What follows belongs to an exercise in optimizing a design on an open flow for small area; a production flow would make more cautious choices.
RTL that was checked went through simulation tests only; none was proved equivalent to the original.
For run 3, only the layout was checked, not whether the RTL still works.
The clock cells of runs 6 and 7 come from the design's own scripts or RTL, not from TritonCTS.
The flow treats the clock pin as an ideal source. Dropping or thinning the clock tree relies on that and would not hold on a real chip.
Power and IR drop assume default switching activity.

## design/flow/config.mk

```make
export PLATFORM = sky130hd
export DESIGN_NAME = counter
export DESIGN_NICKNAME = counter
export VERILOG_FILES = /design/flow/design.v
export SDC_FILE = /design/flow/constraint.sdc
export NUM_CORES = 4
export LEC_CHECK = 0
export ABC_AREA = 1
export CAP_MARGIN = 20
export CORE_MARGIN = 2
export CORE_UTILIZATION = 40
export SLEW_MARGIN = 20
```

## design/flow/constraint.sdc

```tcl
create_clock -name core_clock -period 10.0 [get_ports {clk_50M}]
set_input_delay 2.0000 -clock core_clock [delete_from_list [all_inputs] [get_ports {clk_50M}]]
set_output_delay 2.0000 -clock core_clock [all_outputs]
set_load 0.01 [all_outputs]
```

## design/flow/design.v

```verilog
`timescale 1ns / 1ps
module debounce(
    input  lap,
    input  clk,
    input  ce,
    input  reset,
    output event_o
    );
reg [1:0] run;    
reg       s;
always @(posedge clk or posedge reset)
    if (reset) begin
        run <= 2'd0;
        s   <= 1'b0;
    end else if (ce) begin
        run <= lap ? ((&run) ? run : run + 2'd1) : 2'd0;
        s   <= &run;
    end
assign event_o = s & ~(&run);
endmodule
`timescale 1ns / 1ps
`timescale 1ns / 1ps
module decoder_2to4(
    input [1:0] in,
    output [3:0] out
    );
assign out = ~(4'b0001 << in);
endmodule
`timescale 1ns / 1ps
module hex7seg(
    input [3:0] x,
    output [6:0] a_to_g
    );
assign a_to_g[6] = (~x[3] & ~x[2] & ~x[1] & x[0]) | (x[2] & ~x[1] & ~x[0]);
assign a_to_g[5] = x[2] & (x[1] ^ x[0]);
assign a_to_g[4] = ~x[2] & x[1] & ~x[0];
assign a_to_g[3] = (~x[3] & ~x[2] & ~x[1] & x[0]) | (x[2] & ~x[1] & ~x[0]) | (x[2] & x[1] & x[0]);
assign a_to_g[2] = (x[2] & ~x[1]) | x[0];
assign a_to_g[1] = (~x[3] & ~x[2] & x[0]) | (~x[2] & x[1]) | (x[1] & x[0]);
assign a_to_g[0] = (~x[3] & ~x[2] & ~x[1]) | (x[2] & x[1] & x[0]);
endmodule
`timescale 1ns / 1ps
module counter(
        input reset,
        input pause,
        input lap,
        input lap1,
        input lap2,
        input lap3,
        input clk_50M,
        output [6:0] seven_seg,
        output [3:0] an,
        output led0,
        output led1,
        output led2,
        output led3,
        output led4,
        output led5,
        output led6,
        output led7,
        output dp
    );
    reg [5:0] m;         
    reg       started;   
    wire [5:0] ph = ~m;
    always @(posedge clk_50M or posedge reset)
        if (reset) begin
            m       <= 6'b000000;    
            started <= 1'b0;
        end else begin
            m       <= ~(ph + 6'd1);
            started <= 1'b1;
        end
    wire tick = (ph == 6'd30);
    wire [1:0] pos = started ? ph[3:2] : 2'b00;
    wire lap_event;
    debounce DB(.lap(lap), .clk(clk_50M), .ce(tick), .reset(reset), .event_o(lap_event));
    reg [3:0] cen, dec, s0, mn;
    reg [2:0] s1;
    wire e0 = tick & ~pause;
    wire e1 = e0 & cen[3] & cen[0];
    wire e2 = e1 & dec[3] & dec[0];
    wire e3 = e2 & s0[3] & s0[0];
    wire e4 = e3 & s1[2] & s1[0];
    always @(posedge clk_50M or posedge reset)
        if (reset) begin
            cen <= 4'd0; dec <= 4'd0; s0 <= 4'd0; s1 <= 3'd0; mn <= 4'd0;
        end else begin
            cen <= bcd_next(cen, e0);
            dec <= bcd_next(dec, e1);
            s0  <= bcd_next(s0,  e2);
            s1  <= {s1[2] ^ (e3 & s1[0] & (s1[1] | s1[2])),
                    s1[1] ^ (e3 & s1[0] & ~s1[2]),
                    s1[0] ^ e3};
            mn  <= {mn[3] ^ (e4 & (mn[3] | (mn[2] & mn[1] & mn[0]))),
                    mn[2] ^ (e4 & mn[1] & mn[0]),
                    mn[1] ^ (e4 & mn[0]),
                    mn[0] ^ (e4 & ~mn[3])};
        end
    function [3:0] bcd_next(input [3:0] d, input en);
        bcd_next = {d[3] ^ (en & d[0] & (d[3] | (d[2] & d[1]))),
                    d[2] ^ (en & d[1] & d[0]),
                    d[1] ^ (en & d[0] & ~d[3]),
                    d[0] ^ en};
    endfunction
    reg [1:0] lap_count;
    wire take = tick & lap_event;
    always @(posedge clk_50M or posedge reset)
        if (reset)
            lap_count <= 2'd0;
        else if (take && lap_count != 2'd3)
            lap_count <= lap_count + 2'd1;
    wire [18:0] now = {mn, s1, s0, dec, cen};
    reg  [18:0] mem1, mem2, mem3;
    always @(posedge clk_50M) begin
        if (take && lap_count == 2'd0) mem1 <= now;
        if (take && lap_count == 2'd1) mem2 <= now;
        if (take && lap_count == 2'd2) mem3 <= now;
    end
    wire v1 = lap1 & (lap_count != 2'd0);
    wire v2 = ~lap1 & lap2 & lap_count[1];
    wire v3 = ~lap1 & ~lap2 & lap3 & (lap_count == 2'd3);
    wire vt = ~lap1 & ~lap2 & ~lap3;
    wire [18:0] src = ({19{v1}} & mem1) | ({19{v2}} & mem2) |
                      ({19{v3}} & mem3) | ({19{vt}} & now);
    reg [3:0] digit;
    always @(*)
        case (pos)
            2'd0: digit = src[3:0];
            2'd1: digit = src[7:4];
            2'd2: digit = src[11:8];
            default: digit = {1'b0, src[14:12]};
        endcase
    wire [3:0] mins = src[18:15];
    decoder_2to4 D24(.in(pos), .out(an));
    hex7seg H1(.x(digit), .a_to_g(seven_seg));
    assign dp = ~(pos == 2'd2);
    assign led0 = |mins;
    assign led1 = mins[3] | mins[2] | mins[1];
    assign led2 = mins[3] | mins[2] | (mins[1] & mins[0]);
    assign led3 = mins[3] | mins[2];
    assign led4 = mins[3] | (mins[2] & (mins[1] | mins[0]));
    assign led5 = mins[3] | (mins[2] & mins[1]);
    assign led6 = mins[3] | (mins[2] & mins[1] & mins[0]);
    assign led7 = mins[3];
endmodule
```

## design/flow/run.sh

```bash
#!/bin/bash
# synth_recipe.tcl (not shown) runs the flow's synth.tcl, then flattens the netlist and writes it again
# the make line also repeats each setting of config.mk as NAME=value (left out here)
make -C /OpenROAD-flow-scripts/flow DESIGN_CONFIG=/design/flow/config.mk WORK_HOME=/design/flow/orfs CLKGATE_MAP_FILE= SYNTH_SCRIPT=/design/flow/synth_recipe.tcl finish
```

==> out/metrics.cfg, run 1 <==
[cts]
holdBufCountCts=0
clk_pin_slew_worst_paths_ns=0.07
post-cts-setup-buffers=0
cts_buffer_depth=2
h-tree-depth=3
cts_buffers=9
cts_root_buffer=clkbuf_8
clock_latency_ns=0.35
post_cts_resized=0
cts_tree=done
clkSinkCount=88

[worst_hold_path]
min_to=m[0]
min_path_cells=1
hp-class=reg -> reg
hp-start=m[0]

[layout]
fin_util_pct=45.9
area_delta_synth_final_pct=13.3
antenna_cells=0
nNetsFinal=434
drive_above_1_share_pct=11.7

[worst_setup_path]
critPathCaptureType=primary output
worstSetupStartpointType=primary input
rrSetupSlack_ns=7.85
required_ns=8.00
critical_path_class=in -> out
r2r_start=m[1]
r2r-end=s1[1]
arrival_ns=4.91
crit_fanout=20
rr_worst_depth=9

[synthesis]
avgSynthCellArea_um2=10.9
ys_warn_count=2
ys_types=38
syn-num-nets=399
yosysSeqAreaShare_pct=60.3
synth-seq-cells=88
synth_area_um2=4120
synthCells=380

[sta]
slew_violations=0
relSlewSlack_pct=50.1
finalSetupTns_ns=0
period_share_pct=69.1
whs_ns=0.464
fmax_mhz=145
finalSetupViolCount=0
worst_slew_pin_slew_ns=0.744
skew_ns=0.0137
fin_crit_ns=6.91
rsz0062_at_grt=false
hold_viol_final=0

[routing]
vias_per_cell=4.97
drtAntennaViolNets=0
dr.pass1.iters=4
totalWireLength_um=8510
drc=0
wl_per_cell_um=15.3
drt_iter0_markers=173
vias=2760

[global_routing]
antenna_found_initial=0
grt_pass1_wl_um=14000
track_usage_pct=16.6
grt_pass1_vias=2743
grt_max_degree=32
overflow=0

[die]
die_x_um=106
dieArea_um2=11100
rows=37
core_um2=10200
die_h_um=106
start_util_pct=40.5
io-pin-count=27

[placed_design]
port_buffers=26
hpwl_um=5840
gp_congestion=0.826

[power_and_ir_drop]
powerDensity_nw_per_um2=130
ir_drop_uv=52.2
leakage_nw=1.97

[job]
drv_cap=0

[status]
status=complete, no violations

final cells by class:
class | instances | area (µm²)
clock inverter | 5 | 25.0
fill | 947 | 5510
sequential | 88 | 2490
clock buffer | 10 | 128
timing repair buffer | 31 | 298
multi-input combinational | 228 | 1350
inverter | 57 | 214
tap | 136 | 170
sequential cells by signal (all words and copies together), names as in the netlist:
signal,cells
lap_count,2
started,1
cen,4
mem1,19
s0,4
dec,4
s1,3
mem3,19
mn,4
DB.s,1
mem2,19
DB.run,2
m,6
report_power, final:
group,internal (mW),switching [mW]
clock network,0.0864,0.116
logic,0.00727,0.0117
registers,0.384,0.000583
stage by stage:
step | worst slack [ns] | total power [mW] | area, µm² | std cells
after floorplan | 4.69 | 0.405 | 4120 | 380
after global placement | 3.20 | 0.412 | 4520 | 540
after detailed placement | 3.11 | 0.412 | 4520 | 540
after CTS | 3.10 | 0.613 | 4670 | 555
after global routing | 2.83 | 0.630 | 4670 | 555
final | 3.09 | 0.607 | 4670 | 555
cell usage in the layout (no fill, tap or decap), types with 6 or more instances in the layout:
| master | n |
|---|---|
| nand2_1 | 73 |
| edfxtp_1 | 57 |
| inv_1 | 51 |
| dfrtp_1 | 31 |
| nand3_1 | 26 |
| clkdlybuf4s50_1 | 26 |
| o21ai_0 | 18 |
| nor2_1 | 17 |
| nand4_1 | 15 |
| o21ai_1 | 13 |
| ha_1 | 12 |
| clkbuf_8 | 9 |
| nand3_2 | 7 |
| xor2_1 | 7 |
| inv_2 | 6 |
| a21oi_1 | 6 |
cells by family (layout without fill, tap and decap cells):
family,count (synthesis),after routing,synth area share (%)
AOI/OAI and AO/OA,48,48,7.04
xor gates and xnor gates,12,12,2.55
adders and majority gates,12,12,3.64
buffers and inverters,64,103,6.98
DFF,88,88,60.3
other,1,1,0.0909
and+or+nand+nor,155,155,19.4
critical path, stage by stage:
cell	delay (ns)
clkdlybuf4s50_1	0.69
nor2_2	0.05
buf_4	0.22
nand2_1	0.39
o21ai_0	0.14
o21ai_1	0.20
nand4_2	0.21
ha_1	0.33
inv_1	0.03
nor2_1	0.09
clkdlybuf4s50_1	0.54
worst max-delay path by stage:
stage / startpoint / to / slack (ns) / cells past startpoint
6_report: lap2 / seven_seg[5] / 3.09 / 11
5_1_grt: lap2 / seven_seg[5] / 2.83 / 11
4_1_cts: lap2 / seven_seg[5] / 3.10 / 11
3_5_place_dp: lap2 / seven_seg[5] / 3.11 / 11
3_3_place_gp: lap2 / seven_seg[5] / 3.20 / 11
2_1_floorplan: lap2 / seven_seg[5] / 4.69 / 11
cell usage after synthesis:
library cell / count / share of area [%]
nand4_1: 15 / 2.3
nand3b_1: 1 / 0.18
inv_2: 6 / 0.55
nand2_4: 1 / 0.27
a22o_1: 1 / 0.21
nor3_1: 3 / 0.36
o21ai_0: 18 / 2.2
nor2_4: 1 / 0.27
ha_1: 12 / 3.6
buf_12: 1 / 0.49
buf_2: 1 / 0.12
nand3_2: 7 / 1.7
nand3_4: 1 / 0.42
nand2_1: 73 / 6.6
nor2_1: 17 / 1.5
buf_4: 2 / 0.36
nor3_2: 2 / 0.49
conb_1: 1 / 0.091
o21ai_1: 13 / 1.6
inv_1: 51 / 4.6
nor2_2: 4 / 0.61
xnor2_1: 5 / 1.1
a221oi_2: 2 / 0.73
nand4_2: 1 / 0.30
o21ai_2: 4 / 0.85
xor2_1: 7 / 1.5
edfxtp_1: 57 / 42
o2111ai_1: 1 / 0.21
o21a_1: 1 / 0.18
nand3_1: 26 / 3.2
a221oi_1: 1 / 0.21
o22ai_1: 1 / 0.15
buf_6: 3 / 0.82
dfrtp_1: 31 / 19
or2_2: 1 / 0.15
a21oi_1: 6 / 0.73
nand4_4: 1 / 0.52
nor2_8: 1 / 0.49
per-layer routing:
metal / vias to the layer above / global-route usage, % / routed length [µm]
li1: 1350 / - / -
met1: 1341 / 22.9 / 4090
met2: 57 / 25.4 / 3940
met3: 12 / 2.47 / 311
met4: 0 / 8.65 / 164
met5: - / 0 / 0
==> run 2: changes to the inputs <==
==> design/flow/flow/run.sh (new file) <==
#!/bin/bash
# Layout flow: the standard ORFS flow, with
#  - an area-only ABC mapping script for synthesis (registers untouched),
#  - the smallest buffer for the port buffers.
# Each tool's output goes to a log file of its own in the work folder.
set -euo pipefail
cd "$(dirname "$0")/.."
WORK=$PWD

# ORFS scripts folder identical to the original except for abc_area.script
mkdir -p "$WORK/scripts_area"
for f in "$FLOW_HOME"/scripts/*; do
    ln -sf "$f" "$WORK/scripts_area/"
done
rm -f "$WORK/scripts_area/abc_area.script"
cp "$WORK/flow/abc_area.script" "$WORK/scripts_area/abc_area.script"

bash standard.sh synth SCRIPTS_DIR="$WORK/scripts_area" ABC_AREA=1 > "$WORK/synth.log" 2>&1
bash standard.sh finish BUFFER_PORTS_ARGS="-buffer_cell sky130_fd_sc_hd__buf_1" > "$WORK/layout.log" 2>&1
==> design/flow/flow/abc_area.script (new file) <==
strash
&get -n
&dch -f
&nf -R 1000
&put
topo
==> design/flow/standard.sh (new file) <==
#!/bin/bash
# synth_recipe.tcl (not shown) runs the flow's synth.tcl, then flattens the netlist and writes it again
# the make line also repeats each setting of config.mk as NAME=value (left out here)
make -C /OpenROAD-flow-scripts/flow DESIGN_CONFIG=/design/flow/config.mk WORK_HOME=/design/flow/orfs CLKGATE_MAP_FILE= SYNTH_SCRIPT=/design/flow/synth_recipe.tcl "${@:-finish}"
removed: design/flow/run.sh
==> out/metrics.cfg, run 2 <==
[worst_setup_path]
r2r-end=mn[2]
worstSetupStartpointType=primary input
rrSetupSlack_ns=7.44
slowest_stage=or4_1
crit_fanout=19
max_stage_delay_ns=0.59
r2r_start=m[2]
critPathCaptureType=primary output
required_ns=8.00
path_cells=buf_1, nor2_1, buf_4, a222oi_1, a21oi_1, nor3_1, o21ai_0, or4_1, clkinv_1, nand2_1, a21boi_0, nand2b_1, buf_1
rr_worst_depth=10
crit_top_cell=buf_1
crit_path_end=seven_seg[3]
startpoint=lap1
arrival_ns=4.65
critical_path_class=in -> out

[synthesis]
ys.flop_type=edfxtp_1
synthArstFlopShare_pct=35.2
synth-edff-count=57
ys_types=31
avgSynthCellArea_um2=13.5
synth-seq-cells=88
synth_commonest_cells=57 x edfxtp_1, 31 x dfrtp_1, 31 x nand2_1
synth_area_um2=3630
synth_area_leader_cell=edfxtp_1
synth_most_common_cell=edfxtp_1
ys_warn_count=2
syn-num-nets=287
synth_area_leaders=edfxtp_1 47%, dfrtp_1 21%, a222oi_1 4.7%
yosysSeqAreaShare_pct=68.6
synthCells=268
netlist.area_leader.share_pct=47.2

[global_routing]
grt_pass1_vias=2202
track_usage_pct=15.3
grt_max_degree=32
overflow=0
grt_pass1_wl_um=11400
antenna_found_initial=0

[die]
die_x_um=99.2
start_util_pct=41.4
die_h_um=99.2
core_um2=8760
io-pin-count=27
dieArea_um2=9840
rows=34

[cts]
clkSinkCount=88
post_cts_resized=0
h-tree-depth=3
clk_pin_slew_worst_paths_ns=0.09
holdBufCountCts=0
cts_buffer_depth=2
cts_root_buffer=clkbuf_8
clock_latency_ns=0.35
post-cts-setup-buffers=0
cts_tree=done
cts_buffers=9

[layout]
multi_input_area_um2=1100
drive_above_1_share_pct=6.71
layout_commonest_cell=edfxtp_1
area_delta_synth_final_pct=13.3
top_regs=mem1 (19), mem2 (19), mem3 (19)
antenna_cells=0
nFillCells=796
nNetsFinal=328
final_cell_mix=57 x edfxtp_1, 31 x dfrtp_1, 31 x nand2_1, 26 x buf_1
fin_util_pct=46.9
seq_area_um2=2490

[routing]
vias=2255
totalWireLength_um=7180
drtAntennaViolNets=0
drc=0
wl_per_cell_um=17.1
dr.pass1.iters=5
drt_iter0_markers=177
vias_per_cell=5.36

[sta]
finalSetupTns_ns=0
period_share_pct=66.5
fin_crit_ns=6.65
worst_slew_pin_slew_ns=1.01
relSlewSlack_pct=32.7
fmax_mhz=150
slew_violations=0
hold_viol_final=0
skew_ns=0.0111
rsz0062_at_grt=false
finalSetupViolCount=0
setup_slack_ns=3.35

[placed_design]
port_buffers=26
dp_slack_ns=3.38
gp_congestion=0.714
hpwl_um=4540

[power_and_ir_drop]
ir_drop_uv=80.8
powerDensity_nw_per_um2=160
leakage_nw=1.44

[worst_hold_path]
hp-class=reg -> reg

[status]
status=complete, no violations

[job]
drv_cap=0

run 2: changes by cell type after synthesis, sizes merged, moves of 14 or more:
cell and change:
o21ai -24, nand4 -16, nand2 -43, inv -57, a222oi +17, nand3 -27, nor2 -14
run 2: through the flow:
| stage | power, mW | hold slack, ns | cell area (µm²) | cells |
|---|---|---|---|---|
| after floorplan | 0.400 | 0.442 | 3630 | 268 |
| after global placement | 0.404 | 0.459 | 3900 | 406 |
| after detailed placement | 0.405 | 0.461 | 3900 | 406 |
| after CTS | 0.662 | 0.476 | 4110 | 421 |
| after global routing | 0.682 | 0.492 | 4110 | 421 |
| final | 0.657 | 0.472 | 4110 | 421 |
run 2: kinds of logic (layout without fill, tap and decap cells):
kind of cell | Yosys count | in the layout | share of synthesized area (%)
DFF | 88 | 88 | 68.6
and+or+nand+nor | 85 | 85 | 11.6
AOI/OAI and AO/OA | 54 | 54 | 10.5
xor gates and xnor gates | 15 | 15 | 3.62
buffers and inverters | 13 | 58 | 1.45
adders and majority gates | 12 | 12 | 4.14
other | 1 | 1 | 0.103
run 2: metal layers:
metal / wire, µm / GRT usage [%] / vias up
met3: 265 / 3.58 / 9
li1: - / - / 1090
met2: 3380 / 24.2 / 54
met4: 96 / 4.64 / 0
met1: 3440 / 21.1 / 1102
met5: 0 / 0 / -
run 2: worst min path at each step:
| stage | start | end | cells after the start |
|---|---|---|---|
| floorplan | m[5] | m[5] | 1 |
| global placement | m[5] | m[5] | 1 |
| detailed placement | m[5] | m[5] | 1 |
| CTS | m[5] | m[5] | 1 |
| global route | m[5] | m[5] | 1 |
| finish | m[5] | m[5] | 1 |
run 2: layout make-up:
type / instances / area share [%]
sequential: 88 / 60.6
multi-input combinational: 167 / 26.7
timing repair buffer: 31 / 3.29
tap: 108 / 3.29
clock buffer: 9 / 3.02
clock inverter: 6 / 2.07
inverter: 12 / 1.10
run 2: power by group:
part	leakage [nW]	switching, mW	total [mW]	internal [mW]
Combinational	0.519	0.00668	0.00949	0.00281
Clock	0.103	0.122	0.261	0.139
Sequential	0.814	0.00142	0.387	0.385
run 2: critical path: cells and delay by family:
kind	cells	cell delay, ns
AND/OR/NAND/NOR	5	1.09
buffers and inverters	4	0.62
AO/OA/AOI/OAI	4	0.95
==> run 3: changes to the inputs <==
--- a/design/flow/design.v
+++ b/design/flow/design.v
@@ -15,3 +15,3 @@
     end else if (ce) begin
-        run <= lap ? ((&run) ? run : run + 2'd1) : 2'd0;
+        run <= {2{lap}} & {run[1] | run[0], run[1] | ~run[0]};
         s   <= &run;
@@ -70,5 +70,8 @@
         end else begin
-            m       <= ~(ph + 6'd1);
+            m       <= ~inc6(ph);
             started <= 1'b1;
         end
+    function [5:0] inc6(input [5:0] x);
+        inc6 = x ^ {&x[4:0], &x[3:0], &x[2:0], &x[1:0], x[0], 1'b1};
+    endfunction
     wire tick = (ph == 6'd30);
@@ -111,3 +114,3 @@
         else if (take && lap_count != 2'd3)
-            lap_count <= lap_count + 2'd1;
+            lap_count <= {lap_count[1] ^ lap_count[0], ~lap_count[0]};
     wire [18:0] now = {mn, s1, s0, dec, cen};
==> design/flow/flow/run.sh (replaced) <==
#!/bin/bash
# Layout flow: the standard ORFS flow, with
#  - an area-only ABC mapping script for synthesis and no half-adder
#    extraction (registers are untouched by both),
#  - the smallest buffer for the port buffers,
#  - a small clock tree without dummy loads.
# Each tool's output goes to a log file of its own in the work folder.
set -euo pipefail
cd "$(dirname "$0")/.."
WORK=$PWD
CTS_BUF=${CTS_BUF:-sky130_fd_sc_hd__clkbuf_8}
CTS_SIZE=${CTS_SIZE:-30}

# ORFS scripts folder identical to the original except for abc_area.script
mkdir -p "$WORK/scripts_area"
for f in "$FLOW_HOME"/scripts/*; do
    ln -sf "$f" "$WORK/scripts_area/"
done
rm -f "$WORK/scripts_area/abc_area.script"
cp "$WORK/flow/abc_area.script" "$WORK/scripts_area/abc_area.script"

bash standard.sh synth SCRIPTS_DIR="$WORK/scripts_area" ABC_AREA=1 ADDER_MAP_FILE= \
    > "$WORK/synth.log" 2>&1
bash standard.sh finish \
    BUFFER_PORTS_ARGS="-buffer_cell sky130_fd_sc_hd__buf_1" \
    CTS_ARGS="-sink_clustering_enable -sink_clustering_size $CTS_SIZE -sink_clustering_max_diameter 200 -buf_list $CTS_BUF -root_buf $CTS_BUF -dont_use_dummy_load -repair_clock_nets" \
    > "$WORK/layout.log" 2>&1
==> out/metrics.cfg, run 3 <==
[synthesis]
synth-seq-cells=88
synth_most_common_cell=edfxtp_1
ys.flop_type=edfxtp_1
synthArstFlopShare_pct=35.2
synth_commonest_cells=57 x edfxtp_1, 41 x nand2_1, 31 x dfrtp_1
synthCells=266
avgSynthCellArea_um2=13.2
synth_area_leader_cell=edfxtp_1
ys_types=28
netlist.area_leader.share_pct=48.8
yosysSeqAreaShare_pct=70.9
synth-edff-count=57
syn-num-nets=273
synth_area_um2=3510
ys_warn_count=2
synth_area_leaders=edfxtp_1 49%, dfrtp_1 22%, a222oi_1 5.4%

[layout]
drive_above_1_share_pct=6.84
fin_util_pct=45.8
antenna_cells=0
top_regs=mem1 (19), mem2 (19), mem3 (19)
layout_commonest_cell=edfxtp_1
area_delta_synth_final_pct=12.2
final_cell_mix=57 x edfxtp_1, 41 x nand2_1, 31 x dfrtp_1, 26 x buf_1, 25 x a21oi_1
nNetsFinal=316

[power_and_ir_drop]
total_power_uw=578
leakage_nw=1.29
ir_drop_uv=67.6
powerDensity_nw_per_um2=147

[die]
rows=34
die_h_um=97.6
die_x_um=97.6
io-pin-count=27
start_util_pct=40.8
core_um2=8590
dieArea_um2=9530

[worst_setup_path]
required_ns=8.00
crit_fanout=19
worstSetupStartpointType=primary input
critical_path_class=in -> out
arrival_ns=4.89
rrSetupSlack_ns=6.72
critPathCaptureType=primary output

[routing]
routed.top_layer=met4
met3_length_um=255
wl_per_cell_um=16.4
vias=2263
drt_iter0_markers=230
drc=0
drtAntennaViolNets=0
wl_met2_um=3490
totalWireLength_um=6820
met1Wirelength_um=2970
vias_per_cell=5.45
dr.pass1.iters=6

[sta]
finalSetupViolCount=0
finalSetupTns_ns=0
relSlewSlack_pct=37.0
period_share_pct=68.9
skew_ns=0.0245
fmax_mhz=145
rsz0062_at_grt=false
slew_violations=0
worst_slew_pin_slew_ns=0.936
hold_viol_final=0
fin_crit_ns=6.89

[placed_design]
gp_congestion=0.726
port_buffers=26
hpwl_um=4400

[global_routing]
antenna_found_initial=0
track_usage_pct=15.3
grt_pass1_wl_um=11300
grt_max_degree=32
grt_pass1_vias=2191
overflow=0

[cts]
cts_buffer_depth=2
h-tree-depth=3
cts_root_buffer=clkbuf_8
cts_tree=done
holdBufCountCts=0
post_cts_resized=0
post-cts-setup-buffers=0
clkSinkCount=88
clk_pin_slew_worst_paths_ns=0.07
clock_latency_ns=0.34
cts_buffers=9

[status]
status=complete, no violations

[job]
drv_cap=0

[worst_hold_path]
hp-class=reg -> reg

## run 3: cell count changes after synthesis, moves of 4 or more
cell and delta:
a21oi_1 +8, and3_1 -4, ha_1 -12, nand2_1 +10, nand2b_1 -4, nor2_1 +5
## run 3: worst max-delay path, cell delays in order
cell      delay, ns
buf_1          0.12
o21a_1         0.39
a222oi_1       0.43
a21oi_1        0.11
or3_1          0.40
a21oi_1        0.31
clkinv_1       0.15
nor4_1         0.35
nand2b_1       0.11
a21boi_0       0.23
nand2b_1       0.13
buf_1          0.15
## run 3: kinds of logic (layout without fill, tap and decap cells)
| kind of cell | count (synthesis) | after routing | share of synthesized area, % |
|---|---|---|---|
| AND/OR/NAND/NOR | 89 | 89 | 11.7 |
| flip-flops | 88 | 88 | 70.9 |
| AO/OA/AOI/OAI | 63 | 63 | 12.5 |
| XOR/XNOR | 14 | 14 | 3.50 |
| buffers and inverters | 11 | 52 | 1.28 |
| other | 1 | 1 | 0.107 |
## run 3: final cells by class
| type | instances | area (µm²) |
|---|---|---|
| Sequential cell | 88 | 2490 |
| Tap cell | 108 | 135 |
| Multi-Input combinational cell | 167 | 1000 |
| Clock buffer | 9 | 124 |
| Fill cell | 798 | 4660 |
| Timing Repair Buffer | 33 | 150 |
| Inverter | 10 | 37.5 |
## run 3: where the power goes
part           switching, mW  internal, mW  leakage [nW]
logic                0.00665       0.00274         0.413
registers            0.00152         0.386         0.810
clock network          0.101        0.0806        0.0647
## run 3: path summary, 6_finish.rpt
check / from / endpoint / depth (start not counted)
setup / recovery: lap1 / seven_seg[3] / 12
hold reg to reg: m[5] / m[5] / 1
hold / removal: m[5] / m[5] / 1
max in group asynchronous: reset / s0[1] / 3
setup reg to reg: m[0] / mn[2] / 11
min in group asynchronous: reset / dec[0] / 3
## run 3: stage by stage
step                instance area [µm²]  setup WS, ns  hold slack [ns]  instances
global route                       3930          2.74            0.498        415
CTS                                3930          3.11            0.485        415
global placement                   3810          3.19            0.461        406
finish                             3930          3.11            0.477        415
detailed placement                 3810          3.10            0.471        406
floorplan                          3510          3.34            0.446        266
## run 3: metal layers
layer | vias to the layer above | global-route usage, %
met3 | 8 | 2.45
li1 | 1087 | -
met1 | 1111 | 19.5
met5 | - | 0
met4 | 0 | 6.09
met2 | 57 | 26.2
==> run 4: changes to the inputs <==
--- a/design/flow/design.v
+++ b/design/flow/design.v
@@ -80,4 +80,4 @@
     debounce DB(.lap(lap), .clk(clk_50M), .ce(tick), .reset(reset), .event_o(lap_event));
-    reg [3:0] cen, dec, s0, mn;
-    reg [2:0] s1;
+    reg [3:0] cen, dec, s0;
+    reg [2:0] sf, mf;
     wire e0 = tick & ~pause;
@@ -86,6 +86,8 @@
     wire e3 = e2 & s0[3] & s0[0];
-    wire e4 = e3 & s1[2] & s1[0];
+    wire is8 = sf[2] & sf[1];
+    wire [2:0] sf_inc = {sf[2] | (sf[1] & sf[0]), sf[1] ^ sf[0], ~sf[0]};    
+    wire [2:0] mf_inc = {mf[2] ^ (mf[1] & mf[0]), mf[1] ^ mf[0], ~mf[0]};    
     always @(posedge clk_50M or posedge reset)
         if (reset) begin
-            cen <= 4'd0; dec <= 4'd0; s0 <= 4'd0; s1 <= 3'd0; mn <= 4'd0;
+            cen <= 4'd0; dec <= 4'd0; s0 <= 4'd0; sf <= 3'd0; mf <= 3'd0;
         end else begin
@@ -94,9 +96,17 @@
             s0  <= bcd_next(s0,  e2);
-            s1  <= {s1[2] ^ (e3 & s1[0] & (s1[1] | s1[2])),
-                    s1[1] ^ (e3 & s1[0] & ~s1[2]),
-                    s1[0] ^ e3};
-            mn  <= {mn[3] ^ (e4 & (mn[3] | (mn[2] & mn[1] & mn[0]))),
-                    mn[2] ^ (e4 & mn[1] & mn[0]),
-                    mn[1] ^ (e4 & mn[0]),
-                    mn[0] ^ (e4 & ~mn[3])};
+            if (e3) begin
+                if (is8) begin
+                    if (mf[2] & mf[0]) begin           
+                        sf <= 3'd0; mf <= 3'd0;
+                    end else
+                        mf <= mf_inc;
+                end else if (sf[2] & sf[0]) begin      
+                    if (&mf) begin                     
+                        sf <= 3'd6; mf <= 3'd0;
+                    end else begin
+                        sf <= 3'd0; mf <= mf_inc;
+                    end
+                end else
+                    sf <= sf_inc;
+            end
         end
@@ -115,4 +125,4 @@
             lap_count <= {lap_count[1] ^ lap_count[0], ~lap_count[0]};
-    wire [18:0] now = {mn, s1, s0, dec, cen};
-    reg  [18:0] mem1, mem2, mem3;
+    wire [17:0] now = {mf, sf, s0, dec, cen};
+    reg  [17:0] mem1, mem2, mem3;
     always @(posedge clk_50M) begin
@@ -126,4 +136,7 @@
     wire vt = ~lap1 & ~lap2 & ~lap3;
-    wire [18:0] src = ({19{v1}} & mem1) | ({19{v2}} & mem2) |
-                      ({19{v3}} & mem3) | ({19{vt}} & now);
+    wire [17:0] src = ({18{v1}} & mem1) | ({18{v2}} & mem2) |
+                      ({18{v3}} & mem3) | ({18{vt}} & now);
+    wire [2:0] src_sf = src[14:12];
+    wire [2:0] src_mf = src[17:15];
+    wire src8 = src_sf[2] & src_sf[1];
     reg [3:0] digit;
@@ -134,5 +147,4 @@
             2'd2: digit = src[11:8];
-            default: digit = {1'b0, src[14:12]};
+            default: digit = {1'b0, src8 ? src_mf : src_sf};
         endcase
-    wire [3:0] mins = src[18:15];
     decoder_2to4 D24(.in(pos), .out(an));
@@ -140,10 +152,10 @@
     assign dp = ~(pos == 2'd2);
-    assign led0 = |mins;
-    assign led1 = mins[3] | mins[2] | mins[1];
-    assign led2 = mins[3] | mins[2] | (mins[1] & mins[0]);
-    assign led3 = mins[3] | mins[2];
-    assign led4 = mins[3] | (mins[2] & (mins[1] | mins[0]));
-    assign led5 = mins[3] | (mins[2] & mins[1]);
-    assign led6 = mins[3] | (mins[2] & mins[1] & mins[0]);
-    assign led7 = mins[3];
+    assign led0 = src8 | (|src_mf);
+    assign led1 = src8 | src_mf[2] | src_mf[1];
+    assign led2 = src8 | src_mf[2] | (src_mf[1] & src_mf[0]);
+    assign led3 = src8 | src_mf[2];
+    assign led4 = src8 | (src_mf[2] & (src_mf[1] | src_mf[0]));
+    assign led5 = src8 | (src_mf[2] & src_mf[1]);
+    assign led6 = src8 | (&src_mf);
+    assign led7 = src8;
 endmodule
--- a/design/flow/config.mk
+++ b/design/flow/config.mk
@@ -8,5 +8,6 @@
 export ABC_AREA = 1
-export CAP_MARGIN = 20
+export CAP_MARGIN = 0
 export CORE_MARGIN = 2
 export CORE_UTILIZATION = 40
-export SLEW_MARGIN = 20
+export GPL_TIMING_DRIVEN = 0
+export SLEW_MARGIN = 0
==> out/metrics.cfg, run 4 <==
[worst_setup_path]
critical_path_class=in -> out
max_stage_delay_ns=0.52
arrival_ns=5.08
crit_fanout=18
worstSetupStartpointType=primary input
required_ns=8.00
critPathCaptureType=primary output
slowest_stage=a21boi_0
path_cells=buf_1, o21a_1, a222oi_1, a21boi_0, a21oi_1, a21oi_1, clkinv_1, nor4_1, nand2b_1, a21boi_0, nand2b_1, buf_1

[routing]
totalWireLength_um=7310
drtAntennaViolNets=0
vias=2362
drc=0
vias_per_cell=5.60
drt_iter0_markers=209
dr.pass1.iters=5
wl_per_cell_um=17.3

[cts]
post_cts_resized=0
cts_buffers=9
cts_root_buffer=clkbuf_8
clock_latency_ns=0.35
h-tree-depth=3
clk_pin_slew_worst_paths_ns=0.07
holdBufCountCts=0
post-cts-setup-buffers=0
cts_tree=done
cts_buffer_depth=2
clkSinkCount=84

[layout]
area_delta_synth_final_pct=14.2
drive_above_1_share_pct=7.57
layout_commonest_cell=edfxtp_1
design_area_um2=3940
top_regs=mem1 (18), mem2 (18), mem3 (18)
final_cells=422
antenna_cells=0
nNetsFinal=326
final_cell_mix=54 x edfxtp_1, 38 x nand2_1, 30 x dfrtp_1, 26 x a21oi_1, 26 x buf_1

[job]
drv_cap=0

[die]
rows=33
core_um2=8300
die_x_um=96.9
io-pin-count=27
start_util_pct=41.6
dieArea_um2=9390
die_h_um=96.9

[sta]
finalSetupViolCount=0
skew_ns=0.0272
hold_viol_final=0
finalSetupTns_ns=0
rsz0062_at_grt=false
slew_violations=0
fin_crit_ns=7.08
period_share_pct=70.8
fmax_mhz=141
worst_slew_pin_slew_ns=0.909
relSlewSlack_pct=39.3

[synthesis]
avgSynthCellArea_um2=12.6
netlist.area_leader.share_pct=47.0
synth_area_leaders=edfxtp_1 47%, dfrtp_1 22%, a222oi_1 5.2%
synth_area_um2=3450
synth_area_leader_cell=edfxtp_1
ys.flop_type=edfxtp_1
synth_commonest_cells=54 x edfxtp_1, 38 x nand2_1, 30 x dfrtp_1
synth-edff-count=54
synth_most_common_cell=edfxtp_1
synthArstFlopShare_pct=35.7
ys_warn_count=2
synthCells=274
syn-num-nets=281
yosysSeqAreaShare_pct=68.7
ys_types=29
synth-seq-cells=84

[status]
status=complete, no violations

[global_routing]
antenna_found_initial=0
track_usage_pct=16.0
grt_pass1_wl_um=11800
grt_max_degree=31
grt_pass1_vias=2320
overflow=0

[worst_hold_path]
hp-class=reg -> reg

[placed_design]
hpwl_um=4950
gp_congestion=0.733
place_inst=412
placed_cell_area_um2=3790
port_buffers=26

[power_and_ir_drop]
leakage_nw=1.28
powerDensity_nw_per_um2=142
total_power_uw=560
ir_drop_uv=61.3

==> run 4: worst paths after layout <==
| path | from | end | slack (ns) | depth (start not counted) |
|---|---|---|---|---|
| setup / recovery | lap1 | seven_seg[3] | 2.92 | 12 |
| min in group asynchronous | reset | dec[1] | 1.60 | 2 |
| hold / removal | m[5] | m[5] | 0.48 | 1 |
| max in group asynchronous | reset | s0[1] | 7.93 | 3 |
| setup reg to reg | m[0] | mf[1] | 6.85 | 11 |
| hold reg to reg | m[5] | m[5] | 0.48 | 1 |
==> run 4: logic make-up after synthesis <==
group,share of synthesized area [%]
simple gates,12.1
other cells,0.109
flops,68.7
compound gates,14.7
buf+inv,1.52
xor+xnor,2.79
==> run 4: metal layers <==
| layer | GRT usage [%] | vias up | wire [µm] |
|---|---|---|---|
| met5 | 0 | - | 0 |
| met4 | 6.93 | 0 | 119 |
| met3 | 2.17 | 10 | 319 |
| met2 | 25.1 | 69 | 3440 |
| met1 | 22.6 | 1149 | 3440 |
| li1 | - | 1134 | - |
==> run 4: where the power goes <==
part           leakage [nW]  internal, mW  total [mW]  switching (mW)
logic                 0.442       0.00358      0.0104         0.00678
registers             0.776         0.368       0.370         0.00159
clock network        0.0647        0.0805       0.180          0.0998
total                  1.28         0.452       0.560           0.108
==> run 4: through the flow <==
step                setup WS, ns  hold WS, ns  util (%)
floorplan                   3.30        0.446         -
global placement            2.09        0.459      44.3
detailed placement          2.93        0.464      45.7
CTS                         2.92        0.477      47.2
global route                2.53        0.486      47.5
finish                      2.92        0.477      47.5
==> run 4: final cells by class <==
cell class | count | area, µm²
multi-input cells | 177 | 1050
flip-flops and latches | 84 | 2370
repair buffers | 34 | 208
fillers | 745 | 4360
inverters | 12 | 45.0
clock buffers | 9 | 124
plain buffers | 1 | 7.51
well taps | 105 | 131
==> run 4: critical path, delay by kind of cell <==
kind | cells | cell delay (ns)
and+or+nand+nor | 3 | 0.62
buffers and inverters | 3 | 0.46
AOI/OAI and AO/OA | 6 | 2.02
==> run 5: changes to the inputs <==
--- a/design/flow/config.mk
+++ b/design/flow/config.mk
@@ -8,6 +8,5 @@
 export ABC_AREA = 1
-export CAP_MARGIN = 0
+export CAP_MARGIN = 20
 export CORE_MARGIN = 2
 export CORE_UTILIZATION = 40
-export GPL_TIMING_DRIVEN = 0
-export SLEW_MARGIN = 0
+export SLEW_MARGIN = 20
==> out/metrics.cfg, run 5 <==
[synthesis]
synth_area_um2=3450
synth-seq-cells=84
synthCells=274
syn-num-nets=281
ys_warn_count=2
synth-edff-count=54
synthArstFlopShare_pct=35.7
yosysSeqAreaShare_pct=68.7
netlist.area_leader.share_pct=47.0
ys.flop_type=edfxtp_1
synth_area_leader_cell=edfxtp_1
avgSynthCellArea_um2=12.6
ys_types=29
synth_commonest_cells=54 x edfxtp_1, 38 x nand2_1, 30 x dfrtp_1
synth_most_common_cell=edfxtp_1
synth_area_leaders=edfxtp_1 47%, dfrtp_1 22%, a222oi_1 5.2%

[die]
start_util_pct=41.6
io-pin-count=27
rows=33
core_um2=8300
dieArea_um2=9390
die_x_um=96.9
die_h_um=96.9

[power_and_ir_drop]
powerDensity_nw_per_um2=145
leakage_nw=1.26
ir_drop_uv=62.6
total_power_uw=561

[cts]
cts_buffers=9
clkSinkCount=84
clk_pin_slew_worst_paths_ns=0.07
cts_buffer_depth=2
post-cts-setup-buffers=0
clock_latency_ns=0.35
post_cts_resized=0
holdBufCountCts=0
cts_tree=done
h-tree-depth=3
cts_root_buffer=clkbuf_8

[layout]
multi_input_area_um2=1050
top_regs=mem1 (18), mem2 (18), mem3 (18)
seq_area_um2=2370
drive_above_1_share_pct=6.67
nFillCells=775
nNetsFinal=324
final_cell_mix=54 x edfxtp_1, 38 x nand2_1, 30 x dfrtp_1, 26 x a21oi_1, 26 x buf_1
layout_commonest_cell=edfxtp_1
area_delta_synth_final_pct=12.3
fin_util_pct=46.7
antenna_cells=0

[sta]
rsz0062_at_grt=false
worst_slew_pin_slew_ns=0.806
relSlewSlack_pct=45.8
fin_crit_ns=6.93
skew_ns=0.0212
whs_ns=0.475
slew_violations=0
hold_viol_final=0
fmax_mhz=144
period_share_pct=69.3
finalSetupTns_ns=0
finalSetupViolCount=0

[status]
status=complete, no violations

[routing]
totalWireLength_um=7180
vias=2329
drtAntennaViolNets=0
vias_per_cell=5.55
drt_iter0_markers=194
routed.top_layer=met4
drc=0
wl_met2_um=3300
dr.pass1.iters=5
met3_length_um=296
wl_per_cell_um=17.1
met1Wirelength_um=3470

[global_routing]
grt_pass1_wl_um=11900
grt_max_degree=31
track_usage_pct=16.2
grt_pass1_vias=2265
antenna_found_initial=0
overflow=0

[worst_setup_path]
rrSetupSlack_ns=6.89
arrival_ns=4.93
crit_fanout=18
crit_family=compound AO/OA/AOI/OAI gates
max_stage_delay_ns=0.44
rr_worst_depth=10
required_ns=8.00
worst-path-buf-inv=3
r2r-end=mf[1]
r2r_start=m[2]
path_cells=buf_1, o21a_1, a222oi_1, a21boi_0, a21oi_1, a21oi_1, clkinv_1, nor4_1, nand2b_1, a21boi_0, nand2b_1, buf_1
critical_path_class=in -> out
critPathCaptureType=primary output
slowest_stage=a222oi_1
worstSetupStartpointType=primary input

[worst_hold_path]
min_path_cells=1
min_to=m[5]
hp-class=reg -> reg
hp-start=m[5]

[job]
drv_cap=0

[placed_design]
hpwl_um=4630
gp_congestion=0.729
port_buffers=26

==> run 5: changes by cell type in the layout (fill, tap and decap cells not counted) <==
| cell | before | now |
|---|---|---|
| buf_4 | 1 | 7 |
| buf_8 | 1 | 0 |
| buf_6 | 6 | 0 |
| buf_16 | 1 | 0 |
| nor2_1 | 12 | 13 |
| nor2_2 | 1 | 0 |
==> run 5: final cells by class <==
| cell class | count | share of cell area, % |
|---|---|---|
| multi-input combinational | 177 | 27.1 |
| inverter | 12 | 1.16 |
| clock buffer | 9 | 3.20 |
| timing repair buffer | 33 | 3.88 |
| tap | 105 | 3.39 |
| sequential | 84 | 61.2 |
==> run 5: worst max-delay path by stage <==
stage	startpoint	endpoint	cells past startpoint
after floorplan	lap3	seven_seg[3]	12
after global placement	lap1	seven_seg[3]	12
after CTS	lap1	seven_seg[3]	12
after detailed placement	lap1	seven_seg[3]	12
after global routing	lap1	seven_seg[3]	12
final	lap1	seven_seg[3]	12
==> run 5: metal layers <==
layer	GRT usage, %	vias up
met3	2.24	7
met2	24.4	53
li1	-	1126
met1	23.2	1143
met4	7.80	0
met5	0	-
==> run 5: report_power, final <==
group	switching [mW]	leakage (nW)	internal, mW
combinational	0.00628	0.419	0.00265
sequential	0.00152	0.776	0.368
clock	0.102	0.0647	0.0805
==> run 5: through the flow <==
stage          area [µm²]  std cells  setup slack (ns)
2_1_floorplan        3450        274              3.30
3_3_place_gp         3750        411              3.23
3_5_place_dp         3750        411              3.07
4_1_cts              3870        420              3.06
5_1_grt              3870        420              2.73
6_report             3870        420              3.07
==> run 5: cell families (layout without fill, tap and decap cells) <==
group / after synthesis / in the layout / synth area share, %
simple gates: 90 / 90 / 12.1
flops: 84 / 84 / 68.7
other cells: 1 / 1 / 0.109
buf+inv: 13 / 54 / 1.52
compound gates: 75 / 75 / 14.7
xor+xnor: 11 / 11 / 2.79
==> run 6: changes to the inputs <==
==> design/flow/flow/run.sh (replaced) <==
#!/bin/bash
# Layout flow: the standard ORFS flow (standard.sh), with
#  - an area-only ABC mapping script for synthesis and no half-adder
#    extraction (registers are untouched by both),
#  - the smallest buffer for the port buffers,
#  - a small two-level clock tree (flow/cts.tcl: ORFS's cts.tcl with
#    clock_tree_synthesis replaced by a root buffer and 5 leaf buffers,
#    each driving one cluster of registers).
# Each tool's output goes to a log file of its own in the work folder.
set -euo pipefail
cd "$(dirname "$0")/.."
WORK=$PWD
S=$WORK/scripts_custom

# ORFS scripts folder identical to the original except for two files
mkdir -p "$S"
for f in "$FLOW_HOME"/scripts/*; do
    ln -sf "$f" "$S/"
done
rm -f "$S/abc_area.script" "$S/cts.tcl"
cp "$WORK/flow/abc_area.script" "$S/abc_area.script"
cp "$WORK/flow/cts.tcl" "$S/cts.tcl"

bash standard.sh synth SCRIPTS_DIR="$S" ABC_AREA=1 ADDER_MAP_FILE= \
    > "$WORK/synth.log" 2>&1
bash standard.sh finish SCRIPTS_DIR="$S" \
    BUFFER_PORTS_ARGS="-buffer_cell sky130_fd_sc_hd__buf_1" \
    MANUAL_CTS_LEAVES=5 \
    MANUAL_CTS_LEAF=sky130_fd_sc_hd__clkbuf_8 \
    MANUAL_CTS_ROOT=sky130_fd_sc_hd__clkbuf_4 \
    > "$WORK/layout.log" 2>&1
==> design/flow/flow/cts.tcl (new file) <==
utl::set_metrics_stage "cts__{}"
source $::env(SCRIPTS_DIR)/load.tcl
source $::env(SCRIPTS_DIR)/lec_check.tcl
erase_non_stage_variables cts
load_design 3_place.odb 3_place.sdc
source_step_tcl PRE CTS

# Clone clock tree inverters next to register loads
# so cts does not try to buffer the inverted clocks.
repair_clock_inverters

proc save_progress { stage } {
  puts "Run 'make gui_$stage.odb' to load progress snapshot"
  orfs_write_db $::env(RESULTS_DIR)/$stage.odb
  orfs_write_sdc $::env(RESULTS_DIR)/$stage.sdc
}

# Manual clock tree: one root buffer on the clock port driving N leaf
# buffers, each driving one cluster of registers (k-means on location).
proc manual_cts {nleaf leafcell rootcell} {
  set db [ord::get_db]
  set block [ord::get_db_block]
  set clknet [$block findNet clk_50M]
  set sinks {}
  foreach it [$clknet getITerms] {
    lappend sinks $it
  }
  set n [llength $sinks]
  set xs {}; set ys {}
  foreach it $sinks {
    set inst [$it getInst]
    set bb [$inst getBBox]
    lappend xs [expr {([$bb xMin] + [$bb xMax]) / 2.0}]
    lappend ys [expr {([$bb yMin] + [$bb yMax]) / 2.0}]
  }
  # k-means, seeded by sorting on x+y
  set order [lsort -real -indices [lmap x $xs y $ys {expr {$x + 0.7 * $y}}]]
  set cx {}; set cy {}
  for {set k 0} {$k < $nleaf} {incr k} {
    set i [lindex $order [expr {int(($k + 0.5) * $n / $nleaf)}]]
    lappend cx [lindex $xs $i]; lappend cy [lindex $ys $i]
  }
  set cap [expr {int(ceil(double($n) / $nleaf)) + 2}]
  for {set iter 0} {$iter < 30} {incr iter} {
    # balanced assignment: greedy by distance with a cap per cluster
    set pairs {}
    for {set i 0} {$i < $n} {incr i} {
      for {set k 0} {$k < $nleaf} {incr k} {
        set d [expr {abs([lindex $xs $i] - [lindex $cx $k]) + abs([lindex $ys $i] - [lindex $cy $k])}]
        lappend pairs [list $d $i $k]
      }
    }
    set pairs [lsort -real -index 0 $pairs]
    set asg [lrepeat $n -1]
    set cnt [lrepeat $nleaf 0]
    foreach p $pairs {
      lassign $p d i k
      if {[lindex $asg $i] >= 0} continue
      if {[lindex $cnt $k] >= $cap} continue
      lset asg $i $k
      lset cnt $k [expr {[lindex $cnt $k] + 1}]
    }
    set sx [lrepeat $nleaf 0.0]; set sy [lrepeat $nleaf 0.0]
    for {set i 0} {$i < $n} {incr i} {
      set k [lindex $asg $i]
      lset sx $k [expr {[lindex $sx $k] + [lindex $xs $i]}]
      lset sy $k [expr {[lindex $sy $k] + [lindex $ys $i]}]
    }
    for {set k 0} {$k < $nleaf} {incr k} {
      if {[lindex $cnt $k] > 0} {
        lset cx $k [expr {[lindex $sx $k] / [lindex $cnt $k]}]
        lset cy $k [expr {[lindex $sy $k] / [lindex $cnt $k]}]
      }
    }
  }
  puts "manual_cts: $n sinks, cluster sizes $cnt"
  set lmaster [$db findMaster $leafcell]
  set rmaster [$db findMaster $rootcell]
  # root
  set rnet [odb::dbNet_create $block clknet_root]
  $rnet setSigType CLOCK
  set root [odb::dbInst_create $block $rmaster clkbuf_root]
  set ax 0.0; set ay 0.0
  foreach x $cx y $cy { set ax [expr {$ax + $x}]; set ay [expr {$ay + $y}] }
  set ax [expr {int($ax / $nleaf)}]; set ay [expr {int($ay / $nleaf)}]
  $root setLocation $ax $ay
  $root setPlacementStatus PLACED
  [$root findITerm A] connect $clknet
  [$root findITerm X] connect $rnet
  # leaves
  set nets {}
  for {set k 0} {$k < $nleaf} {incr k} {
    set net [odb::dbNet_create $block clknet_leaf_$k]
    $net setSigType CLOCK
    set b [odb::dbInst_create $block $lmaster clkbuf_leaf_$k]
    $b setLocation [expr {int([lindex $cx $k])}] [expr {int([lindex $cy $k])}]
    $b setPlacementStatus PLACED
    [$b findITerm A] connect $rnet
    [$b findITerm X] connect $net
    lappend nets $net
  }
  for {set i 0} {$i < $n} {incr i} {
    set it [lindex $sinks $i]
    $it disconnect
    $it connect [lindex $nets [lindex $asg $i]]
  }
  $clknet setSigType CLOCK
}

# Clock tree: a root buffer on the clock port and a few leaf buffers, each
# driving one cluster of registers (instead of clock_tree_synthesis).
set_dont_use $::env(DONT_USE_CELLS)
log_cmd manual_cts $::env(MANUAL_CTS_LEAVES) $::env(MANUAL_CTS_LEAF) $::env(MANUAL_CTS_ROOT)
set_propagated_clock [all_clocks]


utl::push_metrics_stage "cts__{}__pre_repair_timing"
log_cmd estimate_parasitics -placement
if { $::env(DETAILED_METRICS) } {
  report_metrics 4 "cts pre-repair-timing"
}
utl::pop_metrics_stage

set_placement_padding -global \
  -left $::env(CELL_PAD_IN_SITES_DETAIL_PLACEMENT) \
  -right $::env(CELL_PAD_IN_SITES_DETAIL_PLACEMENT)

set result [catch { detailed_placement } msg]
if { $result != 0 } {
  save_progress 4_1_error
  error "Detailed placement failed in CTS: $msg"
}

log_cmd estimate_parasitics -placement

if { $::env(CTS_SNAPSHOTS) } {
  save_progress 4_1_pre_repair_hold_setup
}

if { !$::env(SKIP_CTS_REPAIR_TIMING) } {
  if { $::env(EQUIVALENCE_CHECK) } {
    write_eqy_verilog 4_before_rsz.v
  }
  if { $::env(LEC_CHECK) } {
    write_lec_verilog 4_before_rsz_lec.v
  }

  repair_timing_helper

  if { $::env(EQUIVALENCE_CHECK) } {
    run_equivalence_test
  }
  if { $::env(LEC_CHECK) } {
    write_lec_verilog 4_after_rsz_lec.v
    run_lec_test 4_rsz 4_before_rsz_lec.v 4_after_rsz_lec.v
  }

  set result [catch { detailed_placement } msg]
  if { $result != 0 } {
    save_progress 4_1_error
    error "Detailed placement failed in CTS: $msg"
  }

  check_placement -verbose
}

report_metrics 4 "cts final"

source_step_tcl POST CTS

orfs_write_db $::env(RESULTS_DIR)/4_1_cts.odb
orfs_write_sdc $::env(RESULTS_DIR)/4_cts.sdc
==> out/metrics.cfg, run 6 <==
[status]
status=complete, no violations

[worst_setup_path]
critical_path_class=in -> out
required_ns=8.00
crit_fanout=18
critPathCaptureType=primary output
worstSetupStartpointType=primary input
arrival_ns=4.94

[power_and_ir_drop]
power_frac_seq_pct=70.7
pwr-share-clk_pct=27.6
leakage_nw=1.24
p_sw_share_pct=19.5
power.internal_uw=420
ir_drop_uv=79.3
power_frac_comb_pct=1.7
p_sw_uw=102
powerDensity_nw_per_um2=137

[cts]
clk_pin_slew_worst_paths_ns=0.11
clock_latency_ns=0.40
holdBufCountCts=0
post-cts-setup-buffers=0
post_cts_resized=0

[global_routing]
met2_usage_pct=24.9
track_usage_pct=15.0
antenna_found_initial=0
use_met1_pct=22.2
overflow=0
grt_pass1_vias=2252
use_met3_pct=1.52
grt_pass1_wl_um=11800
busiest_layer=met2
grt_max_degree=31

[sta]
period_share_pct=69.4
finalSetupTns_ns=0
fmax_mhz=144
relSlewSlack_pct=46.4
hold_viol_final=0
rsz0062_at_grt=false
worst_slew_pin_slew_ns=0.798
skew_ns=0.0275
fin_crit_ns=6.94
slew_violations=0
finalSetupViolCount=0

[die]
start_util_pct=41.6
die_h_um=96.9
die_x_um=96.9
io-pin-count=27
dieArea_um2=9390
rows=33
core_um2=8300

[placed_design]
port_buffers=26
gp_congestion=0.729
hpwl_um=4630

[routing]
totalWireLength_um=7090
vias=2294
drc=0
drt_iter0_markers=179
vias_per_cell=5.50
wl_per_cell_um=17.0
drtAntennaViolNets=0
dr.pass1.iters=5

[layout]
top_regs=mem1 (18), mem2 (18), mem3 (18)
final_cell_mix=54 x edfxtp_1, 38 x nand2_1, 30 x dfrtp_1, 26 x a21oi_1, 26 x buf_1
drive_above_1_share_pct=5.77
area_delta_synth_final_pct=10.9
fin_util_pct=46.1
antenna_cells=0
nNetsFinal=321
nFillCells=775
layout_commonest_cell=edfxtp_1

[worst_hold_path]
hp-class=reg -> reg

[synthesis]
netlist.area_leader.share_pct=47.0
yosysSeqAreaShare_pct=68.7
synth_commonest_cells=54 x edfxtp_1, 38 x nand2_1, 30 x dfrtp_1
synth-seq-cells=84
synth_area_um2=3450
synth-edff-count=54
syn-num-nets=281
avgSynthCellArea_um2=12.6
synth_area_leaders=edfxtp_1 47%, dfrtp_1 22%, a222oi_1 5.2%
synth_most_common_cell=edfxtp_1
synth_area_leader_cell=edfxtp_1
synthCells=274
synthArstFlopShare_pct=35.7
ys.flop_type=edfxtp_1
ys_types=29
ys_warn_count=2

[job]
drv_cap=0

==> run 6: routing by layer <==
layer  up-vias  wire length [µm]
met2        54              3280
li1       1116                 -
met1      1119              3430
met3         5               303
met4         0                68
met5         -                 0
==> run 6: logic make-up (layout without fill, tap and decap cells) <==
| logic type | count (synthesis) | count (layout) | share of synthesized area, % |
|---|---|---|---|
| AO/OA/AOI/OAI | 75 | 75 | 14.7 |
| XOR/XNOR | 11 | 11 | 2.79 |
| buffers and inverters | 13 | 51 | 1.52 |
| flip-flops | 84 | 84 | 68.7 |
| other | 1 | 1 | 0.109 |
| AND/OR/NAND/NOR | 90 | 90 | 12.1 |
==> run 6: critical path: stages <==
cell and delay (ns):
buf_1 0.13, o21a_1 0.40, a222oi_1 0.44, a21boi_0 0.44, a21oi_1 0.14, a21oi_1 0.25, clkinv_1 0.14, nor4_1 0.36
nand2b_1 0.12, a21boi_0 0.24, nand2b_1 0.13, buf_1 0.15
==> run 6: power groups by stage <==
stage	registers (mW)	clock network [mW]	logic, mW
final	0.369	0.144	0.00901
after global routing	0.370	0.161	0.0103
after CTS	0.369	0.150	0.00927
after floorplan	0.377	0	0.00511
after global placement	0.377	0	0.00913
after detailed placement	0.377	0	0.00928
==> run 6: cell type report <==
cell class / count / area, µm² / share of cell area, %
Tap cell: 105 / 131 / 3.43
Multi-Input combinational cell: 177 / 1050 / 27.5
Inverter: 12 / 45.0 / 1.18
Buffer: 6 / 76.3 / 1.99
Timing Repair Buffer: 33 / 150 / 3.92
Sequential cell: 84 / 2370 / 62.0
==> run 6: stage by stage <==
step | std cells | setup slack [ns] | power (mW) | hold slack (ns) | instance area [µm²]
floorplan | 274 | 3.30 | 0.382 | 0.446 | 3450
global placement | 411 | 3.23 | 0.386 | 0.461 | 3750
detailed placement | 411 | 3.07 | 0.386 | 0.463 | 3750
CTS | 417 | 3.06 | 0.529 | 0.483 | 3830
global route | 417 | 2.73 | 0.541 | 0.507 | 3830
finish | 417 | 3.06 | 0.522 | 0.479 | 3830
==> run 6: worst paths after layout <==
check | start | end | slack (ns) | cells after the start
max | lap1 | seven_seg[3] | 3.06 | 12
max reg2reg | m[2] | mf[1] | 6.87 | 10
min | m[5] | m[5] | 0.48 | 1
min in group asynchronous | reset | m[4] | 1.62 | 3
max in group asynchronous | reset | s0[3] | 8.05 | 3
min reg2reg | m[5] | m[5] | 0.48 | 1
==> run 7: changes to the inputs <==
--- a/design/flow/design.v
+++ b/design/flow/design.v
@@ -86,5 +86,8 @@
     wire e3 = e2 & s0[3] & s0[0];
-    wire is8 = sf[2] & sf[1];
-    wire [2:0] sf_inc = {sf[2] | (sf[1] & sf[0]), sf[1] ^ sf[0], ~sf[0]};    
-    wire [2:0] mf_inc = {mf[2] ^ (mf[1] & mf[0]), mf[1] ^ mf[0], ~mf[0]};    
+    wire [2:0] sf_t = {(sf[1] & sf[0]) | (sf[2] & sf[0] & ~(&mf)) | (sf[2] & sf[1] & mf[2] & mf[0]),
+                       (~sf[2] & sf[0]) | (sf[2] & sf[1] & mf[2] & mf[0]) | (sf[0] & (&mf)),
+                       ~(sf[2] & sf[1])};
+    wire [2:0] mf_t = {(sf[2] & sf[1] & mf[2] & mf[0]) | (sf[2] & sf[1] & mf[1] & mf[0]) | (sf[2] & sf[0] & mf[1] & mf[0]),
+                       (sf[2] & sf[0] & mf[0]) | (sf[2] & sf[1] & ~mf[2] & mf[0]),
+                       sf[2] & (sf[1] | sf[0])};
     always @(posedge clk_50M or posedge reset)
@@ -96,17 +99,4 @@
             s0  <= bcd_next(s0,  e2);
-            if (e3) begin
-                if (is8) begin
-                    if (mf[2] & mf[0]) begin           
-                        sf <= 3'd0; mf <= 3'd0;
-                    end else
-                        mf <= mf_inc;
-                end else if (sf[2] & sf[0]) begin      
-                    if (&mf) begin                     
-                        sf <= 3'd6; mf <= 3'd0;
-                    end else begin
-                        sf <= 3'd0; mf <= mf_inc;
-                    end
-                end else
-                    sf <= sf_inc;
-            end
+            sf  <= sf ^ ({3{e3}} & sf_t);
+            mf  <= mf ^ ({3{e3}} & mf_t);
         end
--- a/design/flow/config.mk
+++ b/design/flow/config.mk
@@ -8,5 +8,5 @@
 export ABC_AREA = 1
-export CAP_MARGIN = 20
+export CAP_MARGIN = 0
 export CORE_MARGIN = 2
 export CORE_UTILIZATION = 40
-export SLEW_MARGIN = 20
+export SLEW_MARGIN = 0
==> out/metrics.cfg, run 7 <==
[routing]
vias=2259
drc=0
wl_per_cell_um=16.5
vias_per_cell=5.46
dr.pass1.iters=7
totalWireLength_um=6820
drtAntennaViolNets=0
drt_iter0_markers=225

[synthesis]
yosysSeqAreaShare_pct=69.2
synth_area_leaders=edfxtp_1 47%, dfrtp_1 22%, a222oi_1 5.3%
muxShareOfSynthArea_pct=0
synth_most_common_cell=edfxtp_1
ys.flop_type=edfxtp_1
synth_area_leader_cell=edfxtp_1
synth-edff-count=54
synth_compound_area_share_pct=13.0
synth_simple_gate_area_share_pct=12.3
syn-num-nets=278
synth_xor_area_share_pct=4.09
synth_commonest_cells=54 x edfxtp_1, 42 x nand2_1, 30 x dfrtp_1
synthCells=271
synth_area_um2=3430
ys_types=26
netlist.area_leader.share_pct=47.3
synth_fa_ha_area_share_pct=0
ys_warn_count=2
synth_top_family_by_area=compound AO/OA/AOI/OAI gates
synthArstFlopShare_pct=35.7
synth-seq-cells=84
avgSynthCellArea_um2=12.7

[layout]
drive_above_1_share_pct=5.83
antenna_cells=0
top_regs=mem1 (18), mem2 (18), mem3 (18)
area_delta_synth_final_pct=10.9
seq_area_um2=2370
multi_input_area_um2=1040
final_cell_mix=54 x edfxtp_1, 42 x nand2_1, 30 x dfrtp_1, 26 x buf_1, 25 x a21oi_1
nFillCells=783
nNetsFinal=318
layout_commonest_cell=edfxtp_1

[die]
rows=33
dieArea_um2=9330
die_h_um=96.6
io-pin-count=27
core_um2=8260
start_util_pct=41.5
die_x_um=96.6

[power_and_ir_drop]
powerDensity_nw_per_um2=138
p_sw_uw=105
power_frac_comb_pct=1.8
ir_drop_uv=60.9
power_frac_seq_pct=70.3
leakage_nw=1.23
p_sw_share_pct=20.0
power.internal_uw=421
pwr-share-clk_pct=28.0

[sta]
relSlewSlack_pct=40.1
fin_crit_ns=6.77
whs_ns=0.480
finalSetupViolCount=0
hold_viol_final=0
slew_violations=0
finalSetupTns_ns=0
rsz0062_at_grt=false
worst_slew_pin_slew_ns=0.890
fmax_mhz=148
period_share_pct=67.7
skew_ns=0.0239

[placed_design]
port_buffers=26
hpwl_um=4390
gp_congestion=0.737

[worst_setup_path]
worstSetupStartpointType=primary input
r2r_start=m[0]
required_ns=8.00
critPathCaptureType=primary output
crit_path_end=seven_seg[3]
rrSetupSlack_ns=6.82
rr_worst_depth=12
arrival_ns=4.77
crit_fanout=18
r2r-end=mf[2]
startpoint=lap1
critical_path_class=in -> out

[cts]
post_cts_resized=0
clock_latency_ns=0.40
holdBufCountCts=0
post-cts-setup-buffers=0
clk_pin_slew_worst_paths_ns=0.11

[global_routing]
track_usage_pct=15.4
grt_max_degree=31
antenna_found_initial=0
grt_pass1_wl_um=11200
grt_pass1_vias=2095
overflow=0

[worst_hold_path]
hp-class=reg -> reg

[status]
status=complete, no violations

[job]
drv_cap=0

[run 7: cell count changes after synthesis, moves of 3 or more]
cell     previous run  this run
and3_1              5         2
nand2_1            38        42
nor2b_1             0         3
xor2_1              2         5
[run 7: worst min-delay path by stage]
stage / startpoint / endpoint / depth (start not counted) / slack (ns)
floorplan: m[5] / m[5] / 1 / 0.45
global route: m[5] / m[5] / 1 / 0.52
CTS: m[5] / m[5] / 1 / 0.48
detailed placement: m[5] / m[5] / 1 / 0.47
finish: m[5] / m[5] / 1 / 0.48
global placement: m[5] / m[5] / 1 / 0.46
[run 7: final cells by class]
| type | instances | area share, % |
|---|---|---|
| Sequential cell | 84 | 62.3 |
| Multi-Input combinational cell | 176 | 27.3 |
| Timing Repair Buffer | 33 | 3.95 |
| Tap cell | 105 | 3.45 |
| Buffer | 6 | 2.01 |
| Inverter | 10 | 0.987 |
[run 7: logic make-up after synthesis]
group | Yosys count
simple gates | 93
flops | 84
compound gates | 66
xor+xnor | 16
buf+inv | 11
other cells | 1
[run 7: through the flow]
stage | cells | power, mW | util (%) | setup slack, ns | instance area (µm²)
after global routing | 414 | 0.547 | 46.1 | 2.81 | 3800
after floorplan | 271 | 0.382 | - | 3.24 | 3430
final | 414 | 0.525 | 46.1 | 3.23 | 3800
after CTS | 414 | 0.531 | 46.1 | 3.22 | 3800
after global placement | 408 | 0.386 | 45.2 | 3.36 | 3730
after detailed placement | 408 | 0.386 | 45.2 | 3.24 | 3730
[run 7: critical path, stage by stage]
cell and delay, ns:
buf_1 0.12, o21a_1 0.38, a222oi_1 0.36, a21boi_0 0.44, a21oi_1 0.13, nor4_1 0.64
nand3b_1 0.17, a21boi_0 0.25, nand2b_1 0.13, buf_1 0.15
[run 7: layer usage]
layer / vias up / wire (µm) / GRT usage (%) / share of wire (%)
met3: 9 / 396 / 1.32 / 5.8
met1: 1098 / 3220 / 23.7 / 47
li1: 1095 / - / - / -
met4: 0 / 95 / 2.00 / 1.4
met5: - / 0 / 0 / 0
met2: 57 / 3100 / 24.7 / 45
[run 7: power groups by stage]
stage               registers (mW)  clock network (mW)  logic, mW
finish                       0.369               0.147    0.00934
global route                 0.370               0.166     0.0109
CTS                          0.369               0.153    0.00957
detailed placement           0.377                   0    0.00957
global placement             0.377                   0    0.00934
floorplan                    0.376                   0    0.00538

## re-timing with driven ports
No port has a modelled driver above. Below, the same layouts with a new extraction and two added sets of constraints. Step 1 sets driving cells, clkbuf_16 on the clock port and buf_2 on the other inputs (assumed; they add their load-dependent delay and slew). Step 2, shift: input delay + t, output delay - t, t = (earliest + latest rising clock arrival at the registers) / 2. This alone moves slack from input paths to output paths. Three values: ideal ports, drivers, drivers and shift; two values: the first two.
run | t, ns | setup slack, ns | worst setup path after step 2 | latest minus earliest clock arrival (ns) | slew at the worst register clock pin (ns)
run 1 | 0.378 | 3.090 / 3.062 / 3.062 | input to output | 0.014 / 0.013 | 0.09 / 0.09
run 2 | 0.374 | 3.348 / 3.327 / 3.327 | input to output | 0.011 / 0.011 | 0.09 / 0.09
run 3 | 0.360 | 3.114 / 3.093 / 3.093 | input to output | 0.025 / 0.024 | 0.09 / 0.09
run 4 | 0.363 | 2.922 / 2.902 / 2.902 | input to output | 0.028 / 0.028 | 0.09 / 0.09
run 5 | 0.372 | 3.070 / 3.049 / 3.049 | input to output | 0.021 / 0.021 | 0.08 / 0.08
run 6 | 0.410 | 3.065 / 3.044 / 3.044 | input to output | 0.028 / 0.028 | 0.11 / 0.11
run 7 | 0.420 | 3.230 / 3.208 / 3.208 | input to output | 0.023 / 0.024 | 0.11 / 0.11
After both steps setup and hold are still met in every run listed. The setup slack of run 1, which loses most, moves by -0.028 ns with the drivers and by -0.028 ns with both steps.
